Background: an optimization exercise with open tools, aiming at small area. Do not read the settings as production practice.
Only simulation tests tie the RTL to the original design; equivalence was not proved.
No activity file was given, so power comes from the tool's default toggle rates.

Setup of try-cedar:
==> module lowpass_pwm_uart, before the edit <==
module lowpass_pwm_uart (
    input CLK,
    input RST,
    output B6,
    output PMOD1,
    output PMOD3,
    output PMOD5,
    output PMOD7,
    output PMOD2,
    output PMOD4,
    output PMOD6,
    output PMOD8
);
    reg [7:0] K;
    reg [5:0] r;
    reg z;             
    reg [8:0] u;
    reg np;            
    reg [15:0] lo;     
    reg [7:0] nh;      
    reg b6;
    reg [2:0] ns3;     
    reg sf;            
    wire rw = r[5] & r[3] & r[2] & r[1];    
    wire [7:0] nd = ~(u[7:0] ^ {8{u[8]}});   
    wire [6:0] rc;
    wire [5:0] r1;
    assign rc[0] = 1'b1;
    wire [8:0] kc;
    wire [7:0] k1;
    assign kc[0] = rw;
    wire [9:0] uc;
    wire [8:0] u1;
    assign uc[0] = z;
    wire [8:0] n, m;
    assign n[0] = 1'b1;
    assign m[0] = 1'b1;
    wire [16:0] ac;
    wire [15:0] lo1;
    wire [15:0] ab = {{8{np}}, nh};
    assign ac[0] = np;
    wire [8:0] hc;
    wire [7:0] nh1;
    assign hc[0] = ~ac[16];
    genvar i;
    generate
        for (i = 0; i < 6; i = i + 1) begin : g_r
            assign r1[i] = r[i] ^ rc[i];
            assign rc[i+1] = r[i] & rc[i];
        end
        for (i = 0; i < 8; i = i + 1) begin : g_k
            assign k1[i] = K[i] ^ kc[i];
            assign kc[i+1] = K[i] & kc[i];
            assign n[i+1] = (K[i] & nd[i]) | (K[i] & n[i]) | (nd[i] & n[i]);
            assign m[i+1] = (K[i] & nh[i]) | (K[i] & m[i]) | (nh[i] & m[i]);
            assign nh1[i] = nh[i] ^ ~np ^ hc[i];
            assign hc[i+1] = (nh[i] & ~np) | (hc[i] & (nh[i] ^ ~np));
        end
        for (i = 0; i < 9; i = i + 1) begin : g_u
            assign u1[i] = u[i] ^ uc[i];
            assign uc[i+1] = u[i] & uc[i];
        end
        for (i = 0; i < 16; i = i + 1) begin : g_a
            assign lo1[i] = lo[i] ^ ab[i] ^ ac[i];
            assign ac[i+1] = (lo[i] & ab[i]) | (ac[i] & (lo[i] ^ ab[i]));
        end
    endgenerate
    always @(posedge CLK) begin
        if (RST) begin
            K <= 8'd0;
            r <= 6'd1;
            z <= 1'b1;
            u <= 9'd0;
            np <= 1'b1;
            lo <= 16'd0;
            nh <= 8'hff;
            b6 <= 1'b0;
            ns3 <= 3'b111;
            sf <= 1'b0;
        end else begin
            r <= rw ? {5'd0, &K[2:0]} : r1;
            K <= k1;
            z <= kc[8];
            u <= u1;
            if (z) begin
                ns3 <= nh[7:5];
                sf <= ~|nh;
            end
            np <= n[8];
            lo <= lo1;
            nh <= nh1;
            b6 <= ~m[8];
        end
    end
    assign B6 = b6;
    assign PMOD2 = ~&ns3;
    assign PMOD4 = ~(ns3[2] & ns3[1]);
    assign PMOD6 = ~(ns3[2] & (ns3[1] | ns3[0]));
    assign PMOD8 = ~ns3[2];
    assign PMOD1 = ~(ns3[2] | (ns3[1] & ns3[0]));
    assign PMOD3 = ~(ns3[2] | ns3[1]);
    assign PMOD5 = ~|ns3;
    assign PMOD7 = sf;
endmodule
Settings: LEC_CHECK=0, CAP_MARGIN=20, CORE_MARGIN=2, CORE_UTILIZATION=40, SLEW_MARGIN=20; clock period 10.0 ns.
run.sh (not shown) runs the stock make flow with config.mk's settings and CLKGATE_MAP_FILE= SYNTH_SCRIPT=/design/flow/synth_recipe.tcl, a recipe that flattens the netlist after the stock synthesis.
try-cedar completed every stage of the flow, and the final layout passed the timing, design-rule and antenna checks.
--- input diff try-cedar..try-nickel ---
==> flow/design.v <==
module lowpass_pwm_uart (
    input CLK,
    input RST,
    output B6,
    output PMOD1,
    output PMOD3,
    output PMOD5,
    output PMOD7,
    output PMOD2,
    output PMOD4,
    output PMOD6,
    output PMOD8
);
    reg [7:0] K;
    reg [5:0] r;
    reg z;             
    reg [8:0] u;
    reg p;
    reg [7:0] lo;      
    reg [7:0] nm;      
    reg [7:0] nh;      
    reg b6;
    reg [2:0] ns3;     
    reg sf;            
    wire k7 = &K[2:0];
    wire kz = ~|K[2:0];
    wire rw = r[0] & ~r[1] & r[3] & ~r[5];    
    wire [7:0] nd = ~(u[7:0] ^ {8{u[8]}});   
    wire [8:0] kc;
    wire [7:0] k1;
    assign kc[0] = rw;
    wire [9:0] uc;
    wire [8:0] u1;
    assign uc[0] = z;
    wire [8:0] n, m;
    assign n[0] = 1'b1;
    assign m[0] = 1'b1;
    wire [8:0] ac;
    wire [7:0] lo1;
    assign ac[0] = np;
    wire np = ~p;
    wire [16:0] hc;
    wire [15:0] nx = {nh, nm};
    wire [15:0] nx1;
    assign hc[0] = ~ac[8];
    genvar i;
    generate
        for (i = 0; i < 8; i = i + 1) begin : g_k
            assign k1[i] = K[i] ^ kc[i];
            assign kc[i+1] = K[i] & kc[i];
            assign n[i+1] = (K[i] & nd[i]) | (K[i] & n[i]) | (nd[i] & n[i]);
            assign m[i+1] = (K[i] & nh[i]) | (K[i] & m[i]) | (nh[i] & m[i]);
            assign lo1[i] = lo[i] ^ nh[i] ^ ac[i];
            assign ac[i+1] = (lo[i] & nh[i]) | (ac[i] & (lo[i] ^ nh[i]));
        end
        for (i = 0; i < 9; i = i + 1) begin : g_u
            assign u1[i] = u[i] ^ uc[i];
            assign uc[i+1] = u[i] & uc[i];
        end
        for (i = 0; i < 16; i = i + 1) begin : g_a
            assign nx1[i] = nx[i] ^ p ^ hc[i];
            assign hc[i+1] = (nx[i] & p) | (hc[i] & (nx[i] ^ p));
        end
    endgenerate
    always @(posedge CLK) begin
        if (RST) begin
            K <= 8'd0;
            r <= 6'd53;
            z <= 1'b1;
            u <= 9'd0;
            p <= 1'b0;
            lo <= 8'd0;
            nm <= 8'hff;
            nh <= 8'hff;
            b6 <= 1'b0;
            ns3 <= 3'b111;
            sf <= 1'b0;
        end else begin
            r <= rw ? {k7, 1'b1, ~k7, k7, ~k7, k7} : {r[4:0], r[5] ^ r[4]};
            K <= k1;
            z <= kc[8];
            u <= u1;
            if (z) begin
                ns3 <= nh[7:5];
                sf <= ~|nh;
            end
            p <= ~n[8];
            lo <= lo1;
            {nh, nm} <= nx1;
            b6 <= ~m[8];
        end
    end
    assign B6 = b6;
    assign PMOD2 = ~&ns3;
    assign PMOD4 = ~(ns3[2] & ns3[1]);
    assign PMOD6 = ~(ns3[2] & (ns3[1] | ns3[0]));
    assign PMOD8 = ~ns3[2];
    assign PMOD1 = ~(ns3[2] | (ns3[1] & ns3[0]));
    assign PMOD3 = ~(ns3[2] | ns3[1]);
    assign PMOD5 = ~|ns3;
    assign PMOD7 = sf;
endmodule
### Flow results
- | reported sequential group power | higher: try-nickel |
- Fraction of area in multi-input gates ended up 1.0 points lower on try-nickel than on try-cedar.
- Compared with try-cedar, try-nickel improves final clock skew.
- Compared to try-cedar, try-nickel reaches a higher achievable clock.
- Final layout net count ends up lower on try-nickel.
- Data required time of the critical path: try-nickel > try-cedar
- try-nickel vs. try-cedar: fraction of power consumed by the clock network higher; global-route usage fell by 0.17 points; sum of internal, switching and leakage power rose about 4.5%; setup slack of the worst register-to-register path went up.
- try-nickel: done, clean on timing, DRC and antenna
- Compare try-nickel and try-cedar | delay of the slowest cell on the worst path lower: try-cedar

[what the ideal ports hide]
The results above use ideal ports. As a check the final layouts listed here were re-extracted and re-timed, cells and wires unchanged. Step 1, drivers: a clkbuf_16 drives CLK and a buf_2 each remaining input, both assumed. Step 2 moves the port delays by t, midway between the first and last clock arrival at a register: inputs arrive t later, outputs are due t later. That takes back most of the time a late clock gives input paths. Three values: ideal ports, drivers, drivers and shift; two values: the first two.
| run | shift t [ns] | setup slack, ns | clock arrival spread, ns | worst slew at a driven data input, ns | cell pins on the clock port's net |
|---|---|---|---|---|---|
| try-cedar | 0.325 | 0.356 / 0.356 / 0.356 | 0.012 / 0.011 | 0.03 | 1 |
| try-nickel | 0.330 | 1.412 / 1.412 / 1.412 | 0.012 / 0.011 | 0.03 | 1 |
After both steps every run listed still meets setup and hold.
